From an optimization exercise on the open Yosys and OpenROAD flow, aimed at small area; shortcuts taken in it are not production practice. In this exercise RTL edits were held to simulation tests only and were not proved equivalent to the original. No activity file was given, so power comes from the tool's default toggle rates.

**design/flow/design.v**
```verilog
package pkg_UART;    
    typedef struct packed {
        logic [29 : 0]  zero;
        logic           new_rx;
        logic           send;
    } control_UART_r;
    typedef struct packed {
        logic [23 : 0]  zero;
        logic [7  : 0]  data;
    } data_UART_r;
endpackage
module UART_tx #(
    parameter int BAUD_CLK_TICKS = 1041   
) (
    input  logic       clk,
    input  logic       reset,
    input  logic       tx_start,
    output logic       tx_rdy,
    input  logic [7:0] tx_data_in,
    output logic       tx_data_out
);
    typedef enum logic [1:0] {IDLE, START, DATA, STOP} tx_states_t;
    tx_states_t tx_state;
    logic        baud_rate_clk;
    logic [10:0] baud_count;
    logic [2:0]  data_index;
    logic        data_index_reset;
    logic [7:0]  stored_data;
    logic        start_detected;
    logic        start_reset;
    logic        tx_end;
    logic        edge_signal;
    logic [7:0]  reg_data;
    logic        reg_start;
    logic        clean;
    always_ff @(posedge clk) begin
        if (reset) begin
            baud_rate_clk <= 1'b0;
            baud_count    <= 11'(BAUD_CLK_TICKS - 1);
        end else if (baud_count == 0) begin
            baud_rate_clk <= 1'b1;
            baud_count    <= 11'(BAUD_CLK_TICKS - 1);
        end else begin
            baud_rate_clk <= 1'b0;
            baud_count    <= baud_count - 11'd1;
        end
    end
    always_ff @(posedge clk) begin
        if (reset || clean) begin
            reg_data  <= '0;
            reg_start <= 1'b0;
        end else if (tx_start) begin
            reg_start <= 1'b1;
            reg_data  <= tx_data_in;
        end
    end
    always_ff @(posedge clk) begin
        if (reset || start_reset) begin
            start_detected <= 1'b0;
            clean          <= 1'b0;
        end else if (reg_start && !start_detected) begin
            start_detected <= 1'b1;
            stored_data    <= reg_data;
            clean          <= 1'b1;
        end else begin
            clean          <= 1'b0;
        end
    end
    always_ff @(posedge clk) begin
        if (reset || data_index_reset)
            data_index <= '0;
        else if (baud_rate_clk)
            data_index <= data_index + 3'd1;
    end
    always_ff @(posedge clk) begin
        if (reset) begin
            tx_state         <= IDLE;
            data_index_reset <= 1'b1;
            start_reset      <= 1'b1;
            tx_data_out      <= 1'b1;
            tx_end           <= 1'b0;
        end else if (baud_rate_clk) begin
            case (tx_state)
                IDLE: begin
                    tx_end           <= 1'b0;
                    data_index_reset <= 1'b1;
                    start_reset      <= 1'b0;
                    tx_data_out      <= 1'b1;
                    if (start_detected) tx_state <= START;
                end
                START: begin
                    tx_end           <= 1'b0;
                    data_index_reset <= 1'b0;
                    tx_data_out      <= 1'b0;
                    tx_state         <= DATA;
                end
                DATA: begin
                    tx_data_out <= stored_data[data_index];
                    if (data_index == 3'd7) begin
                        data_index_reset <= 1'b1;
                        tx_state         <= STOP;
                    end
                end
                default: begin  
                    tx_data_out <= 1'b1;
                    start_reset <= 1'b1;
                    tx_end      <= 1'b1;
                    tx_state    <= IDLE;
                end
            endcase
        end
    end
    always_ff @(posedge clk) begin
        if (reset) begin
            tx_rdy      <= 1'b0;
            edge_signal <= 1'b0;
        end else begin
            tx_rdy      <= tx_end & ~edge_signal;
            edge_signal <= tx_end;
        end
    end
endmodule
module UART_rx #(
    parameter int BAUD_X16_CLK_TICKS = 65   
) (
    input  logic       clk,
    input  logic       reset,
    input  logic       rx_data_in,
    output logic       rx_data_rdy,
    output logic [7:0] rx_data_out
);
    typedef enum logic [1:0] {IDLE, START, DATA, STOP} rx_states_t;
    rx_states_t rx_state;
    logic       baud_rate_x16_clk;
    logic [6:0] baud_x16_count;
    logic [7:0] rx_stored_data;
    logic       rx_end;
    logic       edge_signal;
    logic [3:0] bit_duration_count;
    logic [2:0] bit_count;
    always_ff @(posedge clk) begin
        if (reset) begin
            baud_rate_x16_clk <= 1'b0;
            baud_x16_count    <= 7'(BAUD_X16_CLK_TICKS - 1);
        end else if (baud_x16_count == 0) begin
            baud_rate_x16_clk <= 1'b1;
            baud_x16_count    <= 7'(BAUD_X16_CLK_TICKS - 1);
        end else begin
            baud_rate_x16_clk <= 1'b0;
            baud_x16_count    <= baud_x16_count - 7'd1;
        end
    end
    always_ff @(posedge clk) begin
        if (reset) begin
            rx_state           <= IDLE;
            rx_stored_data     <= '0;
            rx_data_out        <= '0;
            rx_end             <= 1'b0;
            bit_duration_count <= '0;
            bit_count          <= '0;
        end else if (baud_rate_x16_clk) begin
            case (rx_state)
                IDLE: begin
                    rx_end             <= 1'b0;
                    rx_stored_data     <= '0;
                    bit_duration_count <= '0;
                    bit_count          <= '0;
                    if (rx_data_in == 1'b0) rx_state <= START;
                end
                START: begin
                    rx_end <= 1'b0;
                    if (rx_data_in == 1'b0) begin
                        if (bit_duration_count == 4'd7) begin
                            rx_state           <= DATA;
                            bit_duration_count <= '0;
                        end else begin
                            bit_duration_count <= bit_duration_count + 4'd1;
                        end
                    end else begin
                        rx_state <= IDLE;
                    end
                end
                DATA: begin
                    if (bit_duration_count == 4'd15) begin
                        rx_stored_data[bit_count] <= rx_data_in;
                        bit_duration_count        <= '0;
                        if (bit_count == 3'd7)
                            rx_state <= STOP;
                        else
                            bit_count <= bit_count + 3'd1;
                    end else begin
                        bit_duration_count <= bit_duration_count + 4'd1;
                    end
                end
                default: begin  
                    if (bit_duration_count == 4'd15) begin
                        rx_data_out <= rx_stored_data;
                        rx_end      <= 1'b1;
                        rx_state    <= IDLE;
                    end else begin
                        bit_duration_count <= bit_duration_count + 4'd1;
                    end
                end
            endcase
        end
    end
    always_ff @(posedge clk) begin
        if (reset) begin
            rx_data_rdy <= 1'b0;
            edge_signal <= 1'b0;
        end else begin
            rx_data_rdy <= rx_end & ~edge_signal;
            edge_signal <= rx_end;
        end
    end
endmodule
module UART (
    input  logic       clk,
    input  logic       reset,
    input  logic       tx_start,
    output logic       tx_rdy,
    output logic       rx_data_rdy,
    input  logic [7:0] data_in,
    output logic [7:0] data_out,
    input  logic       rx,
    output logic       tx
);
    UART_tx transmitter (
        .clk         (clk),
        .reset       (reset),
        .tx_start    (tx_start),
        .tx_rdy      (tx_rdy),
        .tx_data_in  (data_in),
        .tx_data_out (tx)
    );
    UART_rx receiver (
        .clk         (clk),
        .reset       (reset),
        .rx_data_in  (rx),
        .rx_data_rdy (rx_data_rdy),
        .rx_data_out (data_out)
    );
endmodule
module module_control_register_uart
#(
    parameter DATA_WIDTH = 32
)(   
    input logic clk_i,
    input logic rst_i,
    input logic send_clear_i,
    input logic new_rx_clear_i,
    input logic wr_1_i,
    input logic wr_2_i,
    input logic wr_3_i,
    input logic [DATA_WIDTH - 1 : 0] data1_cr_i,
    output logic [DATA_WIDTH - 1 : 0] data_control_o
);
    pkg_UART::control_UART_r control;
    always_ff @ (posedge clk_i) begin
        if (!rst_i)
            control <= '0;
        else if (wr_1_i)
            control <= data1_cr_i;
        else if (wr_2_i && send_clear_i)
            control.send <= 0;
        else if (wr_3_i)
            control.new_rx <= new_rx_clear_i; 
        else control <= control;
    end 
    assign data_control_o = control; 
endmodule
module module_data_register_uart
(
    input logic clk_i,
    input logic rst_i,
    input logic addr_i,
    input logic wr_1_i,
    input logic wr_2_i,
    input pkg_UART::data_UART_r data1_i,
    input pkg_UART::data_UART_r data2_i,
    output pkg_UART::data_UART_r data1_o,
    output pkg_UART::data_UART_r data2_o
);
    typedef logic [31 : 0]  register;
    register      [1 : 0]   rf_r;
    always_ff@ (posedge clk_i) begin
        if (!rst_i) begin
            rf_r <= '0;
        end
        else begin
            if (wr_1_i)
                rf_r[0] <= data1_i.data;
            if (wr_2_i)
                rf_r[1] <= data2_i.data;
        end
    end
    assign data1_o.data = rf_r [0];
    assign data2_o.data = rf_r [addr_i];
    always_comb begin
        if (data1_i.zero == '0) 
            data1_o.zero = data1_i.zero;
        else  data1_o.zero = '0;
        if (data2_i.zero == '0) 
            data2_o.zero = data2_i.zero;
        else  data2_o.zero = '0;
    end      
endmodule
module module_dmux_1_2 (
  input logic  wr_i,
  input logic  reg_sel_i,
  output logic wr1_control_o,
  output logic wr1_data_o
);
  always_comb begin 
    case (reg_sel_i) 
      1'b0: begin
        wr1_control_o = wr_i;
        wr1_data_o   = 1'b0;
      end
      1'b1: begin
        wr1_control_o = 1'b0;
        wr1_data_o   = wr_i;
      end
    endcase
  end
endmodule
module module_fsm_rx(
    input logic  clk_i,
    input logic  reset_i,
    input logic  rx_data_rdy,
    output logic new_rx_clear,
    output logic we_control_rx_o
    );
    typedef enum logic [1 : 0] {
        STATE_0,
        STATE_1,
        STATE_2
    } states;
    states actual_state;
    states next_state;
    always_ff @(posedge clk_i) begin
        if (!reset_i) begin
            actual_state <= STATE_0;
        end
        else begin
            actual_state <= next_state;
		end
	end
	always_comb  begin
        case(actual_state)
            STATE_0: begin	
           	    if(rx_data_rdy) 
           	        next_state = STATE_1;
				else 
					next_state = STATE_0; 
            end
            STATE_1: next_state = STATE_2;    
            STATE_2: next_state = STATE_0;
            default: next_state = STATE_0;      
        endcase
    end
    always_comb begin
        new_rx_clear = 0;
        we_control_rx_o = 0;
        case(actual_state)
            STATE_0: begin
                new_rx_clear = 0; 
                we_control_rx_o = 0;
            end
            STATE_1: begin
                new_rx_clear = 1; 
                we_control_rx_o = 1;
            end
            STATE_2: begin
                new_rx_clear = 1;
                we_control_rx_o = 0;
            end
            default: begin
                new_rx_clear = 0;
                we_control_rx_o = 0;
            end
        endcase
    end
endmodule
module module_fsm_tx 
(
    input logic  clk_i,
    input logic  reset_i,
    input logic  tx_rdy,
    input logic  control_tx_i,
    output logic tx_start,
    output logic send_clear_o,
    output logic wr
);
    typedef enum logic [1:0] {
        STATE_0,
        STATE_1,
        STATE_2,
        STATE_3 
    } states;
    states actual_state; 
    states next_state;
    always_ff @ (posedge clk_i) begin
        if (!reset_i) begin
            actual_state <= STATE_0;
        end
        else begin
            actual_state <= next_state;
		end
	end
	always_comb  begin
        case(actual_state)
            STATE_0: begin	
           	    if(control_tx_i == 1)
           	        next_state = STATE_1;
				else 
					next_state = STATE_0; 
            end
            STATE_1: next_state = STATE_2; 
            STATE_2: begin
                if(tx_rdy == 1)
                    next_state = STATE_3;
                else 
					next_state = STATE_2; 
            end
            STATE_3: next_state = STATE_0;
            default: next_state = STATE_0;
        endcase
    end
    always_comb begin
        case(actual_state)
            STATE_1: begin
                tx_start     = 1;
                send_clear_o = 0;
                wr           = 0;
            end
            STATE_3: begin 
                tx_start     = 0;
                send_clear_o = 1;
                wr           = 1;
            end
            default: begin
                tx_start     = 0;
                send_clear_o = 0;
                wr           = 0;
            end
        endcase 
    end    
endmodule
module module_mux_2_1
    (
    input reg_sel_i,
    input pkg_UART::data_UART_r data_1_i,
    input pkg_UART::data_UART_r data_2_i,
    output pkg_UART::data_UART_r data_o
);
    always_comb begin
        case (reg_sel_i) 
            1'b0: data_o = data_1_i;
            1'b1: data_o = data_2_i;
            default: data_o = '0;
        endcase
    end
endmodule
module top_module_UART
    (
    input logic clk_10MHz,
    input logic rst,
    input logic wr_pi, 
    input logic reg_sel_pi,
    input logic addr_pi,
    input logic  [31 : 0] input_pi,
    output logic [31 : 0] output_po, 
    input  logic rx,
    output logic tx  
);
    logic wr_control;
    logic wr_data;
    logic wr_rx_clear;
    logic [31 : 0] data_out_control;
    logic [31 : 0] data_register;
    logic          tx_start;
    logic          tx_rdy;
    logic [31 : 0] data_in_UART;
    logic [31 : 0] data_out_UART;
    logic          rx_data_rdy; 
    logic new_rx_clear;
    logic send_clear;
    logic wr_fsm;
    module_dmux_1_2 DMUX (
        .wr_i           (wr_pi),
        .reg_sel_i      (reg_sel_pi),
        .wr1_control_o  (wr_control),
        .wr1_data_o     (wr_data)
    );
    module_mux_2_1 MUX (
        .reg_sel_i  (reg_sel_pi),
        .data_1_i   (data_out_control),
        .data_2_i   (data_register),
        .data_o     (output_po)
    );
    UART UART( 
        .clk            (clk_10MHz),
        .reset          (~rst),
        .tx_start       (tx_start),
        .tx_rdy         (tx_rdy),
        .data_out       (data_out_UART [7 : 0]),
        .data_in        (data_in_UART  [7 : 0]),
        .rx_data_rdy    (rx_data_rdy),
        .rx             (rx),
        .tx             (tx)
    );
    assign data_out_UART [31 : 8] = '0;
    module_fsm_rx RX (
        .clk_i           (clk_10MHz),
        .reset_i         (rst),
        .rx_data_rdy     (rx_data_rdy),
        .new_rx_clear    (new_rx_clear),
        .we_control_rx_o (wr_rx_clear)
    );
    module_fsm_tx TX (
        .clk_i          (clk_10MHz),
        .reset_i        (rst),
        .tx_rdy         (tx_rdy), 
        .control_tx_i   (data_out_control [0]),
        .tx_start       (tx_start),
        .send_clear_o   (send_clear),
        .wr             (wr_fsm)
    );
    module_control_register_uart CTRL_REG (
        .clk_i          (clk_10MHz),
        .rst_i          (rst),
        .send_clear_i   (send_clear),
        .new_rx_clear_i (new_rx_clear),
        .wr_1_i         (wr_control),
        .wr_2_i         (wr_fsm),
        .wr_3_i         (wr_rx_clear),
        .data1_cr_i     (input_pi),
        .data_control_o (data_out_control)
    );
    module_data_register_uart DATA_REG (
        .clk_i      (clk_10MHz),
        .rst_i      (rst),
        .addr_i     (addr_pi),
        .wr_1_i     (wr_data),
        .wr_2_i     (rx_data_rdy),
        .data1_i    (input_pi),
        .data2_i    (data_out_UART),
        .data1_o    (data_in_UART),
        .data2_o    (data_register)
    );
endmodule
```
**design/flow/constraint.sdc**
```tcl
create_clock -name core_clock -period 20.0 [get_ports {clk_10MHz}]
set_input_delay 4.0000 -clock core_clock [delete_from_list [all_inputs] [get_ports {clk_10MHz}]]
set_output_delay 4.0000 -clock core_clock [all_outputs]
set_load 0.01 [all_outputs]
```
**design/flow/config.mk**
```make
export PLATFORM = sky130hd
export DESIGN_NAME = top_module_UART
export DESIGN_NICKNAME = top_module_UART
export VERILOG_FILES = /design/flow/design.v
export SDC_FILE = /design/flow/constraint.sdc
export NUM_CORES = 4
export LEC_CHECK = 0
export CAP_MARGIN = 20
export CORE_MARGIN = 2
export CORE_UTILIZATION = 40
export SLEW_MARGIN = 20
```
**design/flow/run.sh**
```bash
#!/bin/bash
# synth_recipe.tcl (not shown) runs the flow's synth.tcl, then flattens the netlist and writes it again
# the make line also repeats each setting of config.mk as NAME=value (left out here)
make -C /OpenROAD-flow-scripts/flow DESIGN_CONFIG=/design/flow/config.mk WORK_HOME=/design/flow/orfs CLKGATE_MAP_FILE= SYNTH_SCRIPT=/design/flow/synth_recipe.tcl finish
```
==> metrics.yaml, run 1 <==
run_status:
  outcome: "timing/DRC/antenna clean"
layout:
  area_growth_pct: 25.7
  fill_cells: 1294
  drive_gt1_share_pct: 6.88
  seqCellArea_mm2: 0.00268
  multi_input_area_mm2: 0.00265
  diodes: 0
  nNetsFinal: 743
  fin_util_pct: 50.9
global_route:
  antenna_found_initial: 0
  grt_pass1_vias: 4170
  grt_max_degree: 63
  grt_pass1_wl_um: 19500
  grt_usage_pct: 16.6
  grt.overflow.total: 0
sta:
  finClkSkew_ns: 0.00674
  setup-violations-final: 0
  max_freq_ghz: 0.104
  maxSlewViolCount: 0
  worstMarginPinSlew_ns: 0.646
  final.min_clock_period_ns: 9.66
  final_hold_viol_count: 0
  fin_tns_setup_ns: 0
  timing.final.crit_share_pct: 48.3
  relSlewSlack_pct: 56.9
  rsz0062_at_grt: "no"
setup_path:
  worstPathRequired_ns: 16.00
  worstPathArrival_ns: 5.66
  crit_chain: "clkdlybuf4s50_1 > buf_4 > nor2_1 > a21oi_1 > clkdlybuf4s50_1"
  endpoint_kind: "output pin"
  cp-start-kind: "primary input"
  slowest_delay_ns: 0.55
  cp_slowest_cell: "clkdlybuf4s50_1"
  crit_type: "in -> out"
  path_max_fanout: 51
  path_common_cell: "clkdlybuf4s50_1"
drt:
  routedWlPerCell_um: 13.4
  vias: 4428
  wl_um: 11700
  via_per_inst: 5.04
  drc: 0
  drt_first_pass_iters: 4
  ant_nets: 0
  first_iter_violations: 322
clock_tree:
  cts_root_buf: "clkbuf_16"
  worstSkewPairLatency_ns: 0.41
  clock_sinks: 130
  cts.hold.buffers_added: 0
  cts_setup_buffers: 0
  cts_resized: 0
  ctsHtreeMaxLevel: 4
  cts_buffers: 17
  ctsLongestPathBuffers: 2
  cts_tree: "built"
  clk_pin_slew_ns: 0.05
pwr:
  power.density_mw_per_mm2: 93.5
  power_mw: 0.653
  p_leak_nw: 2.52
  ir_drop_v: 0.0000615
floorplanning:
  initial_utilization_pct: 40.5
  die_x_um: 122
  rows: 43
  ios: 71
  core_area_mm2: 0.0137
  die_h_um: 122
  dieArea_mm2: 0.0148
synth:
  ys_seq_area_share_pct: 48.3
  async_flop_share_pct: 0
  syn_area_per_cell_um2: 8.87
  syn_nets: 684
  synth_edf_count: 8
  postSynthCellCount: 626
  ys.flop_type: "dfxtp_1"
  synth_cell_type_count: 56
  ys_ff_latch: 130
  yosysWarnings: 8
  netlist_area_mm2: 0.00555
min_path:
  holdCritPathClass: "reg -> reg"
job:
  max_cap_violations: 0
place:
  io_buffers: 70
  hpwl_um: 8180
  gp_congestion: 0.819
-- state kept, by name, summed over array words and instances, names as in the netlist, 2 cells and up --
register / flops
UART.transmitter.tx_state: 2
UART.receiver.rx_stored_data: 8
UART.receiver.rx_data_out: 8
RX.actual_state: 2
UART.receiver.bit_count: 3
CTRL_REG.control: 32
UART.receiver.bit_duration_count: 4
UART.transmitter.baud_count: 11
DATA_REG.rf_r: 16
UART.receiver.rx_state: 2
TX.actual_state: 2
UART.transmitter.reg_data: 8
UART.receiver.baud_x16_count: 7
UART.transmitter.data_index: 3
UART.transmitter.stored_data: 8
-- routing by layer --
metal / vias to the layer above / track usage, % / part of all wire (%)
met5: - / 0 / 0
met4: 0 / 6.18 / 0.68
met3: 4 / 4.35 / 3.2
met2: 75 / 27.5 / 49
met1: 2080 / 20.7 / 47
li1: 2269 / - / -
-- power by group --
group          internal [mW]  switching [mW]  total (mW)
registers              0.274         0.00988       0.284
clock network          0.202           0.108       0.309
logic                 0.0297          0.0299      0.0597
-- path summary, 6_finish.rpt --
check,start,end,slack [ns],cells after the start
worst max-delay path,reg_sel_pi,output_po[5],10.34,5
worst min-delay path,UART.receiver.edge_signal,UART.receiver.rx_data_rdy,0.39,1
worst max register to register,UART.receiver.bit_duration_count[0],UART.receiver.rx_data_out[4],18.10,5
worst min register to register,UART.receiver.edge_signal,UART.receiver.rx_data_rdy,0.39,1
-- cells in the mapped netlist, types with 2 or more instances --
master / count / area (µm²)
o211ai_1: 8 / 60.1
xor2_1: 6 / 52.6
and2_1: 4 / 25.0
or4_1: 3 / 22.5
nand4_1: 3 / 18.8
a21oi_1: 67 / 335
o21ai_0: 13 / 65.1
buf_2: 4 / 20.0
o22ai_1: 3 / 18.8
clkbuf_1: 29 / 109
edfxtp_1: 8 / 240
nand3b_1: 7 / 52.6
nand2_1: 101 / 379
nor3_1: 13 / 65.1
dfxtp_1: 122 / 2440
a41oi_1: 2 / 17.5
nand3_1: 15 / 75.1
and3_1: 3 / 18.8
ha_1: 20 / 250
mux2i_1: 33 / 330
buf_1: 2 / 7.51
inv_1: 20 / 75.1
xnor2_1: 7 / 61.3
nand2b_1: 6 / 37.5
nand4b_1: 2 / 17.5
nor2_1: 57 / 214
nor4b_1: 2 / 17.5
a211o_1: 2 / 17.5
mux4_2: 2 / 45.0
nor2b_1: 29 / 181
o31ai_1: 2 / 15.0
a221oi_1: 2 / 17.5
a211oi_1: 5 / 37.5
a31oi_1: 2 / 12.5
-- cells in the final DEF, fill, tap and decap left out, drive strengths merged, types with 16 or more instances in the layout --
cell	synthesis	final
nand3	16	16
nand2	101	101
dfxtp	122	122
mux2i	33	33
inv	21	21
clkdlybuf4s50	0	70
nor2b	29	29
a21oi	67	67
nor2	58	58
clkbuf	29	22
ha	20	20
-- per-stage QoR --
stage | hold slack (ns) | instance area [µm²] | worst slack [ns] | std cells
6_report | 0.387 | 6980 | 10.34 | 878
5_1_grt | 0.416 | 6980 | 10.23 | 878
4_1_cts | 0.392 | 6980 | 10.33 | 878
3_5_place_dp | 0.383 | 6380 | 10.35 | 846
3_3_place_gp | 0.378 | 6380 | 10.37 | 846
2_1_floorplan | 0.367 | 5550 | 11.19 | 626
-- kinds of logic (layout without fill, tap and decap cells) --
group,after synthesis,count (layout),synth area share (%)
and+or+nand+nor,251,251,21.2
xor gates and xnor gates,13,13,2.05
muxes,35,35,6.76
DFF,130,130,48.3
adders and majority gates,20,20,4.51
buffers and inverters,57,129,4.08
AOI/OAI and AO/OA,120,120,13.0
-- cell type report --
class                   instances  share of cell area [%]
flip-flops and latches        130                    38.4
multi-input cells             439                    37.9
repair buffers                 76                    10.7
clock buffers                  22                    6.65
well taps                     180                    3.23
clock inverters                10                    1.94
inverters                      21                    1.13
-- critical path: cells and delay by family --
kind            cells  cell delay [ns]
simple gates        1             0.09
compound gates      1             0.14
buf+inv             3             1.41
==> run 2: changes to the inputs <==
==> design/flow/design.v (replaced) <==
package pkg_UART;    
    typedef struct packed {
        logic [29 : 0]  zero;
        logic           new_rx;
        logic           send;
    } control_UART_r;
    typedef struct packed {
        logic [23 : 0]  zero;
        logic [7  : 0]  data;
    } data_UART_r;
endpackage
module top_module_UART (
    input  logic        clk_10MHz,
    input  logic        rst,
    input  logic        wr_pi,
    input  logic        reg_sel_pi,
    input  logic        addr_pi,
    input  logic [31:0] input_pi,
    output logic [31:0] output_po,
    input  logic        rx,
    output logic        tx
);
    localparam logic [4:0] T_START = 5'b10110, T_SB = 5'b10111,
                           T_B0 = 5'b11000, T_B7 = 5'b11111,
                           T_Q1 = 5'b00101, T_Q2 = 5'b00110, T_Q3 = 5'b00111,
                           N_W0 = 5'b01000, N_W1 = 5'b01001, N_W2 = 5'b01010, N_W3 = 5'b01011,
                           N_R0 = 5'b01100, N_R1 = 5'b01101, N_R2 = 5'b01110, N_R3 = 5'b01111;
    logic [4:0]  ts;
    logic [10:0] tcnt;
    logic        ttick;
    logic [7:0]  tbuf;
    logic [7:0]  pos;
    logic [6:0]  rcnt;
    logic        rtick;
    logic [7:0]  rsh;
    logic [31:0] ctrl;
    logic [7:0]  dr0, dr1;
    localparam int TXT = 1041;   
    localparam int RXT = 65;     
    assign ttick = (tcnt == 11'd0);
    assign rtick = (rcnt == 7'd0);
    always_ff @(posedge clk_10MHz) begin
        if (!rst)       tcnt <= 11'(TXT);
        else if (ttick) tcnt <= 11'(TXT - 1);
        else            tcnt <= tcnt - 11'd1;
    end
    always_ff @(posedge clk_10MHz) begin
        if (!rst)       rcnt <= 7'(RXT);
        else if (rtick) rcnt <= 7'(RXT - 1);
        else            rcnt <= rcnt - 7'd1;
    end
    always_ff @(posedge clk_10MHz) begin
        if (!rst) ts <= N_W0;
        else begin
            if (ts[4]) begin
                if (ttick) ts <= (ts == T_B7) ? T_Q1 : ts + 5'd1;
            end else if (!ts[3]) begin
                ts <= ts + 5'd1;                           
            end else begin
                if (ttick && ts == N_R3) ts <= T_START;
                else begin
                    ts[2] <= ts[2] | ttick;
                    case (ts[1:0])
                        2'd0:    ts[1:0] <= {1'b0, ctrl[0]};
                        2'd1:    ts[1:0] <= 2'd2;
                        default: ts[1:0] <= 2'd3;
                    endcase
                end
            end
        end
    end
    always_ff @(posedge clk_10MHz) begin
        if (ts == N_W1 || ts == N_R1) tbuf <= dr0;
    end
    always_comb begin
        if (ts[4:3] == 2'b11) tx = tbuf[ts[2:0]];
        else                  tx = (ts != T_SB);
    end
    always_ff @(posedge clk_10MHz) begin
        if (!rst) pos <= 8'd255;
        else if (pos == 8'd152 || pos == 8'd153) pos <= pos + 8'd1;
        else if (pos == 8'd154) pos <= 8'd255;
        else if (rtick) begin
            if (pos == 8'd255 || pos < 8'd8) pos <= rx ? 8'd255 : pos + 8'd1;
            else                            pos <= pos + 8'd1;
        end
    end
    always_ff @(posedge clk_10MHz) begin
        if (rtick && pos >= 8'd8 && pos <= 8'd135 && pos[3:0] == 4'd7)
            rsh <= {rx, rsh[7:1]};
    end
    always_ff @(posedge clk_10MHz) begin
        if (!rst) ctrl <= '0;
        else if (wr_pi && !reg_sel_pi) ctrl <= input_pi;
        else if (ts == T_Q3) ctrl[0] <= 1'b0;
        else if (pos == 8'd154) ctrl[1] <= 1'b1;
    end
    always_ff @(posedge clk_10MHz) begin
        if (!rst) dr0 <= '0;
        else if (wr_pi && reg_sel_pi) dr0 <= input_pi[7:0];
    end
    always_ff @(posedge clk_10MHz) begin
        if (!rst) dr1 <= '0;
        else if (pos == 8'd153) dr1 <= rsh;
    end
    assign output_po = reg_sel_pi ? {24'd0, addr_pi ? dr1 : dr0} : ctrl;
endmodule
==> design/flow/flow/run.sh (new file) <==
#!/bin/bash
# The standard ORFS layout, with buf_1 port buffers and no CTS dummy loads.
set -euo pipefail
export BUFFER_PORTS_ARGS="-buffer_cell sky130_fd_sc_hd__buf_1"
export CTS_ARGS="-sink_clustering_enable -repair_clock_nets -dont_use_dummy_load"
bash standard.sh > standard_make.log 2>&1
==> design/flow/standard.sh (new file) <==
#!/bin/bash
# synth_recipe.tcl (not shown) runs the flow's synth.tcl, then flattens the netlist and writes it again
# the make line also repeats each setting of config.mk as NAME=value (left out here)
make -C /OpenROAD-flow-scripts/flow DESIGN_CONFIG=/design/flow/config.mk WORK_HOME=/design/flow/orfs CLKGATE_MAP_FILE= SYNTH_SCRIPT=/design/flow/synth_recipe.tcl "${@:-finish}"
removed: design/flow/run.sh
==> metrics.yaml, run 2 <==
setup_path:
  worstPathRequired_ns: 16.00  # about the same
  critical_path.top_delay_family: "buffers and inverters"  # unchanged
  path_buf_inv: 2  # was 3
  cp_slowest_cell: "clkbuf_2"  # was clkdlybuf4s50_1
  endpoint_kind: "output pin"  # unchanged
  path_max_fanout: 51  # unchanged
  slowest_delay_ns: 0.71  # was 0.55 ns
  cp-start-kind: "primary input"  # unchanged
  crit_type: "in -> out"  # unchanged
  crit_chain: "clkbuf_2 > nor2_1 > a21oi_1 > buf_1"  # was clkdlybuf4s50_1 > buf_4 > nor2_1 > a21oi_1 > clkdlybuf4s50_1
  worstPathArrival_ns: 5.15  # was 5.66 ns
layout:
  final_common_cell: "nand2_1"  # was dfxtp_1
  largest_reg_flops: 32  # unchanged
  final_cell_mix: "86 x nand2_1, 79 x dfxtp_1, 69 x buf_1"  # was 122 x dfxtp_1, 101 x nand2_1, 70 x clkdlybuf4s50_1
  area_growth_pct: 11.4  # was 25.7%
  diodes: 0  # unchanged
  reg.largest.list: "ctrl x32, tcnt x11"  # was CTRL_REG.control x32, DATA_REG.rf_r x16, UART.transmitter.baud_count x11
  regMostFlops: "ctrl"  # was CTRL_REG.control
  drive_gt1_share_pct: 5.95  # was 6.88%
  nNetsFinal: 592  # was 743
drt:
  wl_met3_um: 473  # was 379 µm
  routedWlPerCell_um: 13.7  # was 13.4 µm
  wl_um: 9230  # was 11700 µm
  wl_met1_um: 4270  # was 5550 µm
  highest_layer: "met5"  # was met4
  first_iter_violations: 231  # was 322
  vias: 3474  # was 4428
  drt_first_pass_iters: 4  # unchanged
  via_per_inst: 5.15  # was 5.04
  wl_met2_um: 4320  # was 5730 µm
  ant_nets: 0  # unchanged
  drc: 0  # unchanged
synth:
  syn_area_per_cell_um2: 9.02  # was 8.87 µm²
  netlist_area_mm2: 0.00431  # was 0.00555 mm²
  async_flop_share_pct: 0  # unchanged
  yosys.area.top_type_share_pct: 36.7  # was 44.0%
  synth_cell_type_count: 52  # was 56
  synth.top_cells.by_area: "dfxtp_1 37%, edfxtp_1 11%, nand2_1 7.5%"  # was dfxtp_1 44%, nand2_1 6.8%, a21oi_1 6.0%
  synth_top_cells_by_count: "86 x nand2_1, 79 x dfxtp_1, 57 x a21oi_1"  # was 122 x dfxtp_1, 101 x nand2_1, 67 x a21oi_1
  ys.flop_type: "dfxtp_1"  # unchanged
  ys_seq_area_share_pct: 47.8  # was 48.3%
  synth_edf_count: 16  # was 8
  postSynthCellCount: 478  # was 626
  yosysWarnings: 1  # was 8
  syn_nets: 530  # was 684
  ys_ff_latch: 95  # was 130
  synth_top_area_cell: "dfxtp_1"  # unchanged
  yosysMostFrequentCell: "nand2_1"  # was dfxtp_1
sta:
  fin_tns_setup_ns: 0  # unchanged
  finClkSkew_ns: 0.0150  # was 0.00674 ns
  rsz0062_at_grt: "no"  # unchanged
  worstMarginPinSlew_ns: 0.953  # was 0.646 ns
  setup-violations-final: 0  # unchanged
  relSlewSlack_pct: 36.5  # was 56.9%
  max_freq_ghz: 0.109  # was 0.104 GHz
  maxSlewViolCount: 0  # unchanged
  final_hold_viol_count: 0  # unchanged
  timing.final.crit_share_pct: 45.8  # was 48.3%
  final.min_clock_period_ns: 9.15  # was 9.66 ns
clock_tree:
  clk_pin_slew_ns: 0.08  # was 0.05 ns
  cts_setup_buffers: 0  # unchanged
  clock_sinks: 95  # was 130
  ctsHtreeMaxLevel: 3  # was 4
  cts_buffers: 9  # was 17
  cts_resized: 0  # unchanged
  ctsLongestPathBuffers: 2  # unchanged
  cts_root_buf: "clkbuf_8"  # was clkbuf_16
  cts.hold.buffers_added: 0  # unchanged
  worstSkewPairLatency_ns: 0.36  # was 0.41 ns
  cts_tree: "built"  # unchanged
global_route:
  grt_pass1_wl_um: 15300  # was 19500 µm
  grt_pass1_vias: 3259  # was 4170
  grt.overflow.total: 0  # unchanged
  grt_max_degree: 52  # was 63
  antenna_found_initial: 1  # was 0
  grt_usage_pct: 16.6  # about the same
floorplanning:
  rows: 37  # was 43
  core_area_mm2: 0.0104  # was 0.0137 mm²
  die_x_um: 108  # was 122 µm
  ios: 71  # unchanged
  dieArea_mm2: 0.0116  # was 0.0148 mm²
  initial_utilization_pct: 41.4  # was 40.5%
  die_h_um: 108  # was 122 µm
place:
  hpwl_um: 6460  # was 8180 µm
  gp_congestion: 0.787  # was 0.819
  io_buffers: 70  # unchanged
min_path:
  holdCritPathClass: "reg -> reg"  # unchanged
job:
  max_cap_violations: 0  # unchanged
pwr:
  power.density_mw_per_mm2: 75.5  # was 93.5 mW/mm²
  ir_drop_v: 0.0000391  # was 0.0000615 V
  power_mw: 0.363  # was 0.653 mW
  p_leak_nw: 1.81  # was 2.52 nW
run_status:
  outcome: "timing/DRC/antenna clean"  # unchanged
-- run 2: path summary, 6_finish.rpt --
| check | from | slack, ns | endpoint | cells past startpoint |
|---|---|---|---|---|
| setup / recovery | reg_sel_pi | 10.85 | output_po[0] | 4 |
| hold / removal | rsh[3] | 0.44 | rsh[2] | 0 |
| setup reg to reg | pos[0] | 18.03 | pos[1] | 6 |
| hold reg to reg | rsh[3] | 0.44 | rsh[2] | 0 |
-- run 2: final cells by class --
| cell class | instances | area, µm² |
|---|---|---|
| flip-flops and latches | 95 | 2060 |
| multi-input cells | 348 | 2110 |
| inverters | 12 | 45.0 |
| repair buffers | 74 | 294 |
| well taps | 136 | 170 |
| clock buffers | 9 | 124 |
| fillers | 1048 | 5610 |
-- run 2: metal layers --
| metal | vias up | global-route usage, % |
|---|---|---|
| li1 | 1756 | - |
| met1 | 1627 | 21.8 |
| met2 | 73 | 25.4 |
| met3 | 16 | 5.08 |
| met4 | 2 | 6.68 |
| met5 | - | 0 |
-- run 2: logic make-up after synthesis --
| family | count (synthesis) | synth area share (%) |
|---|---|---|
| AOI/OAI and AO/OA | 85 | 11.6 |
| xor gates and xnor gates | 14 | 2.84 |
| adders and majority gates | 14 | 4.06 |
| buffers and inverters | 35 | 3.34 |
| DFF | 95 | 47.8 |
| muxes | 19 | 4.99 |
| and+or+nand+nor | 216 | 25.4 |
-- run 2: power by group --
part	internal (mW)	switching [mW]	leakage [nW]	total (mW)
registers	0.205	0.0102	0.792	0.215
logic	0.0209	0.0282	0.958	0.0492
clock network	0.0404	0.0578	0.0647	0.0982
-- run 2: per-stage QoR --
step / util [%] / setup WS, ns / std cells / area, µm² / hold WS [ns]
global placement: 44.9 / 10.82 / 665 / 4680 / 0.435
detailed placement: 44.9 / 10.82 / 665 / 4680 / 0.442
finish: 46.1 / 10.85 / 674 / 4800 / 0.436
floorplan: - / 11.19 / 478 / 4310 / 0.426
CTS: 46.1 / 10.82 / 674 / 4800 / 0.443
global route: 46.1 / 10.68 / 674 / 4800 / 0.469
==> run 3: changes to the inputs <==
--- a/design/flow/flow/run.sh
+++ b/design/flow/flow/run.sh
@@ -5,2 +5,3 @@
 export CTS_ARGS="-sink_clustering_enable -repair_clock_nets -dont_use_dummy_load"
+export RECOVER_POWER=100
 bash standard.sh > standard_make.log 2>&1
==> metrics.yaml, run 3 <==
run_status:
  outcome: "complete, but fails checks"  # was timing/DRC/antenna clean
  so_faults: "max-capacitance violations, max-slew violations"
global_route:
  gr-usage-met2_pct: 25.4  # unchanged
  grt_max_degree: 52  # unchanged
  antenna_found_initial: 1  # unchanged
  use_met1_pct: 21.8  # unchanged
  grt_usage_pct: 16.6  # unchanged
  grt.busiest_layer: "met2"  # unchanged
  grt_pass1_vias: 3259  # unchanged
  met3_usage_pct: 5.08  # unchanged
  grt.overflow.total: 0  # unchanged
  grt_pass1_wl_um: 15300  # unchanged
sta:
  final_hold_viol_count: 0  # unchanged
  timing.final.crit_share_pct: 49.5  # was 45.8%
  rsz0062_at_grt: "no"  # unchanged
  maxSlewViolCount: 102  # was 0
  relSlewSlack_pct: -47.9  # was 36.5%
  fin_tns_setup_ns: 0  # unchanged
  worstMarginPinSlew_ns: 2.22  # was 0.953 ns
  finClkSkew_ns: 0.0147  # was 0.0150 ns
  layout_setup_ws_ns: 10.10  # was 10.85 ns
  final.min_clock_period_ns: 9.90  # was 9.15 ns
  setup-violations-final: 0  # unchanged
  max_freq_ghz: 0.101  # was 0.109 GHz
drt:
  via_per_inst: 5.16  # was 5.15
  drc: 0  # unchanged
  first_iter_violations: 268  # was 231
  routedWlPerCell_um: 13.8  # was 13.7 µm
  ant_nets: 0  # unchanged
  drt_first_pass_iters: 4  # unchanged
  wl_um: 9280  # was 9230 µm
  vias: 3477  # was 3474
synth:
  async_flop_share_pct: 0  # unchanged
  synth_xor_area_share_pct: 2.84  # unchanged
  ys_seq_area_share_pct: 47.8  # unchanged
  synth_top_cells_by_count: "86 x nand2_1, 79 x dfxtp_1, 57 x a21oi_1"  # unchanged
  ys_ff_latch: 95  # unchanged
  yosysMostFrequentCell: "nand2_1"  # unchanged
  yosysWarnings: 1  # unchanged
  synth_top_family_by_area: "simple AND/OR/NAND/NOR gates"  # unchanged
  synthAdderAreaFrac_pct: 4.06  # unchanged
  synth_top_area_cell: "dfxtp_1"  # unchanged
  synth.top_cells.by_area: "dfxtp_1 37%, edfxtp_1 11%, nand2_1 7.5%"  # unchanged
  synth_simple_gate_area_share_pct: 25.4  # unchanged
  yosys.area.top_type_share_pct: 36.7  # unchanged
  netlist_area_mm2: 0.00431  # unchanged
  synth_edf_count: 16  # unchanged
  ys.flop_type: "dfxtp_1"  # unchanged
  muxShareOfSynthArea_pct: 4.99  # unchanged
  postSynthCellCount: 478  # unchanged
  syn_area_per_cell_um2: 9.02  # unchanged
  syn_nets: 530  # unchanged
  synth_cell_type_count: 52  # unchanged
  synth_compound_area_share_pct: 11.6  # unchanged
clock_tree:
  cts_resized: 0  # unchanged
  cts_tree: "built"  # unchanged
  cts_buffers: 9  # unchanged
  worstSkewPairLatency_ns: 0.36  # about the same
  ctsLongestPathBuffers: 2  # unchanged
  cts.hold.buffers_added: 0  # unchanged
  cts_setup_buffers: 0  # unchanged
  clock_sinks: 95  # unchanged
  clk_pin_slew_ns: 0.08  # about the same
  ctsHtreeMaxLevel: 3  # unchanged
  cts_root_buf: "clkbuf_8"  # unchanged
floorplanning:
  die_h_um: 108  # unchanged
  dieArea_mm2: 0.0116  # unchanged
  core_area_mm2: 0.0104  # unchanged
  rows: 37  # unchanged
  initial_utilization_pct: 41.4  # unchanged
  ios: 71  # unchanged
  die_x_um: 108  # unchanged
pwr:
  power.density_mw_per_mm2: 75.9  # was 75.5 mW/mm²
  ir_drop_v: 0.0000391  # about the same
  p_leak_nw: 1.79  # was 1.81 nW
  power_mw: 0.362  # was 0.363 mW
layout:
  regMostFlops: "ctrl"  # unchanged
  final_area_mm2: 0.00476  # was 0.00480 mm²
  nNetsFinal: 592  # unchanged
  final_common_cell: "nand2_1"  # unchanged
  fin_util_pct: 45.7  # was 46.1%
  seqCellArea_mm2: 0.00206  # unchanged
  multi_input_area_mm2: 0.00208  # was 0.00211 mm²
  diodes: 0  # unchanged
  drive_gt1_share_pct: 4.65  # was 5.95%
  reg.largest.list: "ctrl x32, tcnt x11"  # unchanged
  area_growth_pct: 10.4  # was 11.4%
  largest_reg_flops: 32  # unchanged
  fill_cells: 1057  # was 1048
  final_cell_mix: "86 x nand2_1, 79 x dfxtp_1, 68 x buf_1"  # was 86 x nand2_1, 79 x dfxtp_1, 69 x buf_1
setup_path:
  reg2reg_depth: 6  # unchanged
  path_max_fanout: 51  # unchanged
  endpoint_kind: "output pin"  # unchanged
  crit_type: "in -> out"  # unchanged
  worstPathArrival_ns: 5.90  # was 5.15 ns
  cp-start-kind: "primary input"  # unchanged
  worstPathRequired_ns: 16.00  # about the same
place:
  io_buffers: 70  # unchanged
  placed_area_mm2: 0.00468  # unchanged
  pre_cts_ws_ns: 10.82  # unchanged
  gp_congestion: 0.787  # unchanged
  hpwl_um: 6460  # unchanged
min_path:
  whs_path_depth: 0  # unchanged
  holdCritPathClass: "reg -> reg"  # unchanged
job:
  max_cap_violations: 2  # was 0
## run 3: cell counts after synthesis
No cell type changed its count.
## run 3: critical path, cell delays in order
cell      delay [ns]
clkbuf_1        1.42
nor2_1          0.06
a21oi_1         0.22
buf_1           0.19
## run 3: final timing paths
check	from	to	slack, ns
worst min-delay path	rsh[3]	rsh[2]	0.44
worst max-delay path	reg_sel_pi	output_po[0]	10.10
worst max register to register	rcnt[0]	rsh[3]	17.21
worst min register to register	rsh[3]	rsh[2]	0.44
## run 3: per-layer routing
| layer | routed length [µm] | up-vias | share of wire [%] |
|---|---|---|---|
| met3 | 512 | 16 | 5.5 |
| met5 | 11 | - | 0.12 |
| met1 | 4280 | 1629 | 46 |
| met4 | 167 | 2 | 1.8 |
| li1 | - | 1753 | - |
| met2 | 4310 | 77 | 46 |
## run 3: kinds of logic (layout without fill, tap and decap cells)
kind of cell,after synthesis,after routing
adder cells (fa/ha/maj),14,14
XOR/XNOR,14,14
AND/OR/NAND/NOR,216,216
multiplexers,19,19
buffers and inverters,35,95
AO/OA/AOI/OAI,85,85
flip-flops,95,95
## run 3: stage by stage
stage,instances,hold WS (ns)
after floorplan,478,0.426
after global placement,665,0.435
after detailed placement,665,0.442
after CTS,674,0.443
after global routing,674,0.469
final,674,0.436
## run 3: power breakdown
part | internal [mW] | switching, mW | total [mW] | leakage, nW
sequential | 0.205 | 0.00965 | 0.215 | 0.792
clock | 0.0404 | 0.0580 | 0.0984 | 0.0647
combinational | 0.0205 | 0.0281 | 0.0485 | 0.934
## run 3: cell type report
cell class / instances / area share, %
clock buffer: 9 / 2.60
multi-input combinational: 348 / 43.7
tap: 136 / 3.57
sequential: 95 / 43.3
inverter: 12 / 0.946
timing repair buffer: 74 / 5.91
==> run 4: changes to the inputs <==
==> design/flow/flow/run.sh (replaced) <==
#!/bin/bash
# The standard ORFS layout, with buf_1 port buffers and no CTS dummy loads.
set -euo pipefail
export BUFFER_PORTS_ARGS="-buffer_cell sky130_fd_sc_hd__buf_1"
export CTS_ARGS="-sink_clustering_enable -repair_clock_nets -dont_use_dummy_load -buf_list sky130_fd_sc_hd__clkbuf_8 -root_buf sky130_fd_sc_hd__clkbuf_8 -sink_clustering_size 32 -sink_clustering_max_diameter 200"
bash standard.sh > standard_make.log 2>&1
==> metrics.yaml, run 4 <==
clock_tree:
  clk_pin_slew_ns: 0.08  # about the same
  cts_setup_buffers: 0  # unchanged
  ctsLongestPathBuffers: 2  # unchanged
  cts_buffers: 9  # unchanged
  cts_tree: "built"  # unchanged
  ctsHtreeMaxLevel: 3  # unchanged
  cts.hold.buffers_added: 0  # unchanged
  worstSkewPairLatency_ns: 0.36  # about the same
  clock_sinks: 95  # unchanged
  cts_resized: 0  # unchanged
  cts_root_buf: "clkbuf_8"  # unchanged
synth:
  syn_nets: 530  # unchanged
  ys.flop_type: "dfxtp_1"  # unchanged
  syn_area_per_cell_um2: 9.02  # unchanged
  yosysMostFrequentCell: "nand2_1"  # unchanged
  synth.top_cells.by_area: "dfxtp_1 37%, edfxtp_1 11%, nand2_1 7.5%"  # unchanged
  ys_ff_latch: 95  # unchanged
  yosysWarnings: 1  # unchanged
  postSynthCellCount: 478  # unchanged
  synth_edf_count: 16  # unchanged
  ys_seq_area_share_pct: 47.8  # unchanged
  synth_top_area_cell: "dfxtp_1"  # unchanged
  netlist_area_mm2: 0.00431  # unchanged
  yosys.area.top_type_share_pct: 36.7  # unchanged
  async_flop_share_pct: 0  # unchanged
  synth_cell_type_count: 52  # unchanged
  synth_top_cells_by_count: "86 x nand2_1, 79 x dfxtp_1, 57 x a21oi_1"  # unchanged
pwr:
  p_leak_nw: 1.81  # was 1.79 nW
  power_mw: 0.363  # was 0.362 mW
  power.density_mw_per_mm2: 75.5  # was 75.9 mW/mm²
  ir_drop_v: 0.0000391  # about the same
drt:
  ant_nets: 0  # unchanged
  routedWlPerCell_um: 13.7  # was 13.8 µm
  drc: 0  # unchanged
  wl_um: 9230  # was 9280 µm
  drt_first_pass_iters: 4  # unchanged
  first_iter_violations: 231  # was 268
  via_per_inst: 5.15  # was 5.16
  vias: 3474  # was 3477
sta:
  maxSlewViolCount: 0  # was 102
  max_freq_ghz: 0.109  # was 0.101 GHz
  setup-violations-final: 0  # unchanged
  final.min_clock_period_ns: 9.15  # was 9.90 ns
  rsz0062_at_grt: "no"  # unchanged
  worstMarginPinSlew_ns: 0.953  # was 2.22 ns
  relSlewSlack_pct: 36.5  # was -47.9%
  finClkSkew_ns: 0.0150  # was 0.0147 ns
  fin_tns_setup_ns: 0  # unchanged
  timing.final.crit_share_pct: 45.8  # was 49.5%
  final_hold_viol_count: 0  # unchanged
setup_path:
  endpoint_kind: "output pin"  # unchanged
  startpoint: "reg_sel_pi"  # unchanged
  worstPathRequired_ns: 16.00  # about the same
  crit_type: "in -> out"  # unchanged
  worstPathArrival_ns: 5.15  # was 5.90 ns
  path_max_fanout: 51  # unchanged
  rr_startpoint: "pos[0]"  # was rcnt[0]
  cp-start-kind: "primary input"  # unchanged
floorplanning:
  die_h_um: 108  # unchanged
  die_x_um: 108  # unchanged
  core_area_mm2: 0.0104  # unchanged
  dieArea_mm2: 0.0116  # unchanged
  rows: 37  # unchanged
  initial_utilization_pct: 41.4  # unchanged
  ios: 71  # unchanged
layout:
  final_cell_mix: "86 x nand2_1, 79 x dfxtp_1, 69 x buf_1"  # was 86 x nand2_1, 79 x dfxtp_1, 68 x buf_1
  largest_reg_flops: 32  # unchanged
  final_cells: 674  # unchanged
  drive_gt1_share_pct: 5.95  # was 4.65%
  regMostFlops: "ctrl"  # unchanged
  fill_cells: 1048  # was 1057
  diodes: 0  # unchanged
  fin_util_pct: 46.1  # was 45.7%
  reg.largest.list: "ctrl x32, tcnt x11"  # unchanged
  final_common_cell: "nand2_1"  # unchanged
  nNetsFinal: 592  # unchanged
  area_growth_pct: 11.4  # was 10.4%
global_route:
  grt_max_degree: 52  # unchanged
  grt.overflow.total: 0  # unchanged
  grt_pass1_wl_um: 15300  # unchanged
  grt_pass1_vias: 3259  # unchanged
  grt_usage_pct: 16.6  # unchanged
  antenna_found_initial: 1  # unchanged
place:
  io_buffers: 70  # unchanged
  placedCellCount: 665  # unchanged
  gp_congestion: 0.787  # unchanged
  hpwl_um: 6460  # unchanged
run_status:
  outcome: "timing/DRC/antenna clean"  # was complete, but fails checks
min_path:
  holdCritPathClass: "reg -> reg"  # unchanged
  hold_start: "rsh[3]"  # unchanged
job:
  max_cap_violations: 0  # was 2
run 4: report_power, final:
group          switching, mW  total (mW)  internal [mW]
Sequential            0.0102       0.215          0.205
Clock                 0.0578      0.0982         0.0404
Combinational         0.0282      0.0492         0.0209
run 4: cell families (layout without fill, tap and decap cells):
kind of cell / count (synthesis) / after routing / share of synthesized area, %
DFF: 95 / 95 / 47.8
adders and majority gates: 14 / 14 / 4.06
buffers and inverters: 35 / 95 / 3.34
muxes: 19 / 19 / 4.99
and+or+nand+nor: 216 / 216 / 25.4
xor gates and xnor gates: 14 / 14 / 2.84
AOI/OAI and AO/OA: 85 / 85 / 11.6
run 4: routing by layer:
metal	up-vias	global-route usage [%]	share of wire, %
li1	1756	-	-
met1	1627	21.8	46
met2	73	25.4	47
met3	16	5.08	5.1
met4	2	6.68	1.7
met5	-	0	0.13
run 4: stage by stage:
step | hold slack (ns) | setup slack, ns | area (µm²)
after floorplan | 0.426 | 11.19 | 4310
after global routing | 0.469 | 10.68 | 4800
after global placement | 0.435 | 10.82 | 4680
final | 0.436 | 10.85 | 4800
after CTS | 0.443 | 10.82 | 4800
after detailed placement | 0.442 | 10.82 | 4680
run 4: worst max-delay path: stages:
cell and delay (ns):
clkbuf_2 0.71, nor2_1 0.07, a21oi_1 0.18, buf_1 0.19
run 4: path summary, 6_finish.rpt:
kind                                endpoint  slack (ns)  depth (start not counted)
worst min-delay path                  rsh[2]        0.44                          0
worst min register to register        rsh[2]        0.44                          0
worst max-delay path            output_po[0]       10.85                          4
worst max register to register        pos[1]       18.03                          6
run 4: cell type report:
cell class | instances | area, µm² | share of cell area, %
Multi-Input combinational cell | 348 | 2110 | 43.9
Sequential cell | 95 | 2060 | 42.9
Timing Repair Buffer | 74 | 294 | 6.12
Tap cell | 136 | 170 | 3.54
Clock buffer | 9 | 124 | 2.58
Inverter | 12 | 45.0 | 0.937
==> run 5: changes to the inputs <==
==> design/flow/run.sh (new file) <==
#!/bin/bash
# synth_recipe.tcl (not shown) runs the flow's synth.tcl, then flattens the netlist and writes it again
# the make line also repeats each setting of config.mk as NAME=value (left out here)
make -C /OpenROAD-flow-scripts/flow DESIGN_CONFIG=/design/flow/config.mk WORK_HOME=/design/flow/orfs CLKGATE_MAP_FILE= SYNTH_SCRIPT=/design/flow/synth_recipe.tcl finish
removed: design/flow/flow/run.sh
removed: design/flow/standard.sh
==> metrics.yaml, run 5 <==
clock_tree:
  clk_pin_slew_ns: 0.08  # about the same
  ctsHtreeMaxLevel: 3  # unchanged
  cts_root_buf: "clkbuf_8"  # unchanged
  cts_resized: 0  # unchanged
  cts_buffers: 9  # unchanged
  cts.hold.buffers_added: 0  # unchanged
  clock_sinks: 95  # unchanged
  worstSkewPairLatency_ns: 0.35  # was 0.36 ns
  cts_tree: "built"  # unchanged
  ctsLongestPathBuffers: 2  # unchanged
  cts_setup_buffers: 0  # unchanged
setup_path:
  path_max_fanout: 8  # was 51
  slowest_delay_ns: 0.77  # was 0.71 ns
  cp-start-kind: "primary input"  # unchanged
  r2r-end: "rsh[7]"  # was pos[1]
  worstPathArrival_ns: 5.70  # was 5.15 ns
  rr_startpoint: "rcnt[0]"  # was pos[0]
  worstPathRequired_ns: 16.00  # about the same
  crit_type: "in -> out"  # unchanged
  reg2reg_depth: 6  # unchanged
  path_common_cell: "clkdlybuf4s50_1"
  ff2ff_setup_slack_ns: 18.02  # was 18.03 ns
  endpoint_kind: "output pin"  # unchanged
  cp_slowest_cell: "clkdlybuf4s50_1"  # was clkbuf_2
  crit_chain: "clkdlybuf4s50_1 > mux2i_1 > a21oi_1 > clkdlybuf4s50_1"  # was clkbuf_2 > nor2_1 > a21oi_1 > buf_1
  path_buf_inv: 2  # unchanged
  startpoint: "addr_pi"  # was reg_sel_pi
  critical_path.top_delay_family: "buffers and inverters"  # unchanged
min_path:
  holdCritPathClass: "reg -> reg"  # unchanged
  hold_start: "ctrl[11]"  # was rsh[3]
  hold_end: "ctrl[11]"  # was rsh[2]
  whs_path_depth: 2  # was 0
layout:
  final_cell_mix: "86 x nand2_1, 79 x dfxtp_1, 69 x clkdlybuf4s50_1"  # was 86 x nand2_1, 79 x dfxtp_1, 69 x buf_1
  fin_util_pct: 51.2  # was 46.1%
  reg.largest.list: "ctrl x32, tcnt x11"  # unchanged
  final_common_cell: "nand2_1"  # unchanged
  area_growth_pct: 23.6  # was 11.4%
  nNetsFinal: 592  # unchanged
  final_cells: 681  # was 674
  drive_gt1_share_pct: 6.97  # was 5.95%
  regMostFlops: "ctrl"  # unchanged
  largest_reg_flops: 32  # unchanged
  diodes: 0  # unchanged
sta:
  rsz0062_at_grt: "no"  # unchanged
  final_hold_viol_count: 0  # unchanged
  relSlewSlack_pct: 39.6  # was 36.5%
  final.min_clock_period_ns: 9.70  # was 9.15 ns
  worstMarginPinSlew_ns: 0.906  # was 0.953 ns
  hold_ws_ns: 0.454  # was 0.436 ns
  maxSlewViolCount: 0  # unchanged
  finClkSkew_ns: 0.0187  # was 0.0150 ns
  timing.final.crit_share_pct: 48.5  # was 45.8%
  fin_tns_setup_ns: 0  # unchanged
  max_freq_ghz: 0.103  # was 0.109 GHz
  setup-violations-final: 0  # unchanged
floorplanning:
  rows: 37  # unchanged
  die_h_um: 108  # unchanged
  initial_utilization_pct: 41.4  # unchanged
  dieArea_mm2: 0.0116  # unchanged
  ios: 71  # unchanged
  core_area_mm2: 0.0104  # unchanged
  die_x_um: 108  # unchanged
global_route:
  grt_pass1_vias: 3373  # was 3259
  antenna_found_initial: 1  # unchanged
  grt_max_degree: 52  # unchanged
  grt.overflow.total: 0  # unchanged
  grt_pass1_wl_um: 16500  # was 15300 µm
  grt_usage_pct: 17.7  # was 16.6%
synth:
  netlist_area_mm2: 0.00431  # unchanged
  ys.flop_type: "dfxtp_1"  # unchanged
  synth_edf_count: 16  # unchanged
  synth_cell_type_count: 52  # unchanged
  yosysMostFrequentCell: "nand2_1"  # unchanged
  async_flop_share_pct: 0  # unchanged
  yosys.area.top_type_share_pct: 36.7  # unchanged
  yosysWarnings: 1  # unchanged
  ys_seq_area_share_pct: 47.8  # unchanged
  synth_top_area_cell: "dfxtp_1"  # unchanged
  syn_nets: 530  # unchanged
  postSynthCellCount: 478  # unchanged
  synth_top_cells_by_count: "86 x nand2_1, 79 x dfxtp_1, 57 x a21oi_1"  # unchanged
  synth.top_cells.by_area: "dfxtp_1 37%, edfxtp_1 11%, nand2_1 7.5%"  # unchanged
  syn_area_per_cell_um2: 9.02  # unchanged
  ys_ff_latch: 95  # unchanged
run_status:
  outcome: "timing/DRC/antenna clean"  # unchanged
drt:
  via_per_inst: 5.08  # was 5.15
  vias: 3458  # was 3474
  drc: 0  # unchanged
  wl_um: 9850  # was 9230 µm
  drt_first_pass_iters: 4  # unchanged
  ant_nets: 0  # unchanged
  routedWlPerCell_um: 14.5  # was 13.7 µm
  first_iter_violations: 255  # was 231
job:
  max_cap_violations: 0  # unchanged
pwr:
  ir_drop_v: 0.0000403  # was 0.0000391 V
  power_mw: 0.412  # was 0.363 mW
  p_leak_nw: 2.04  # was 1.81 nW
  power.density_mw_per_mm2: 77.2  # was 75.5 mW/mm²
place:
  io_buffers: 70  # unchanged
  hpwl_um: 6890  # was 6460 µm
  gp_congestion: 0.799  # was 0.787
  placedCellCount: 665  # unchanged
## run 5: cell counts after synthesis
No cell type changed its count.
## run 5: layout make-up
type / instances / area (µm²)
clock buffer: 10 / 128
multi-input combinational: 348 / 2110
sequential: 95 / 2060
fill: 979 / 5080
tap: 136 / 170
inverter: 12 / 45.0
clock inverter: 6 / 91.3
timing repair buffer: 74 / 726
## run 5: how the worst max path moves through the flow
stage	depth (start not counted)	end	slack, ns
final	4	output_po[0]	10.30
after global routing	4	output_po[0]	10.19
after global placement	4	output_po[0]	10.32
after detailed placement	4	output_po[0]	10.31
after CTS	4	output_po[0]	10.29
after floorplan	4	output_po[6]	11.19
## run 5: cells by family after synthesis
logic type      after synthesis  synth area share (%)
compound gates               85                  11.6
xor+xnor                     14                  2.84
fa+ha+maj                    14                  4.06
buf+inv                      35                  3.34
flops                        95                  47.8
mux                          19                  4.99
simple gates                216                  25.4
## run 5: where the power goes
group	leakage [nW]	switching (mW)	internal [mW]	total, mW
registers	0.792	0.0103	0.205	0.215
logic	1.13	0.0285	0.0285	0.0570
clock network	0.111	0.0676	0.0715	0.139
## run 5: worst reg2reg max path: stages (launching register included)
cell	delay (ns)
dfxtp_1	0.33
inv_1	0.08
ha_1	0.14
nor4b_4	0.34
nand2_1	0.23
nor4_1	0.34
buf_4	0.23
## run 5: stage by stage
stage / instance area [µm²] / setup slack, ns
finish: 5330 / 10.30
global route: 5330 / 10.19
CTS: 5330 / 10.29
detailed placement: 5110 / 10.31
global placement: 5110 / 10.32
floorplan: 4310 / 11.19
## run 5: layer usage
| layer | global-route usage, % | up-vias | share of wire [%] |
|---|---|---|---|
| met1 | 23.5 | 1608 | 47 |
| li1 | - | 1762 | - |
| met4 | 4.40 | 2 | 1.9 |
| met2 | 27.8 | 67 | 46 |
| met3 | 6.05 | 19 | 5.1 |
| met5 | 0 | - | 0.13 |

-- static timing again, ports no longer ideal --
The results above use ideal ports. As a check the final layouts listed here were re-extracted and re-timed, cells and wires unchanged. Step 1: set_driving_cell puts a clkbuf_16 on clk_10MHz and a buf_2 on each other input, an assumption about the parent block. Step 2 also shifts input and output timing later by t, the mid clock arrival at the registers, as if the neighbouring blocks saw the same clock. a / b / c = ideal / step 1 / step 2; a / b = the first two.
run | t (ns) | slack for setup (ns) | hold WS [ns] | clock arrival spread, ns | slew at the worst register clock pin (ns)
run 1 | 0.449 | 10.340 / 10.316 / 10.316 | 0.387 / 0.387 / 0.387 | 0.007 / 0.007 | 0.06 / 0.06
run 2 | 0.381 | 10.845 / 10.822 / 10.822 | 0.436 / 0.436 / 0.436 | 0.018 / 0.018 | 0.09 / 0.09
run 3 | 0.385 | 10.098 / 10.058 / 10.058 | 0.436 / 0.436 / 0.436 | 0.017 / 0.017 | 0.09 / 0.09
run 4 | 0.381 | 10.845 / 10.822 / 10.822 | 0.436 / 0.436 / 0.436 | 0.018 / 0.018 | 0.09 / 0.09
run 5 | 0.376 | 10.304 / 10.279 / 10.279 | 0.454 / 0.454 / 0.454 | 0.019 / 0.019 | 0.10 / 0.10
For run 3, which loses most, drivers alone change the setup slack by -0.040 ns; drivers and shift together by -0.040 ns.
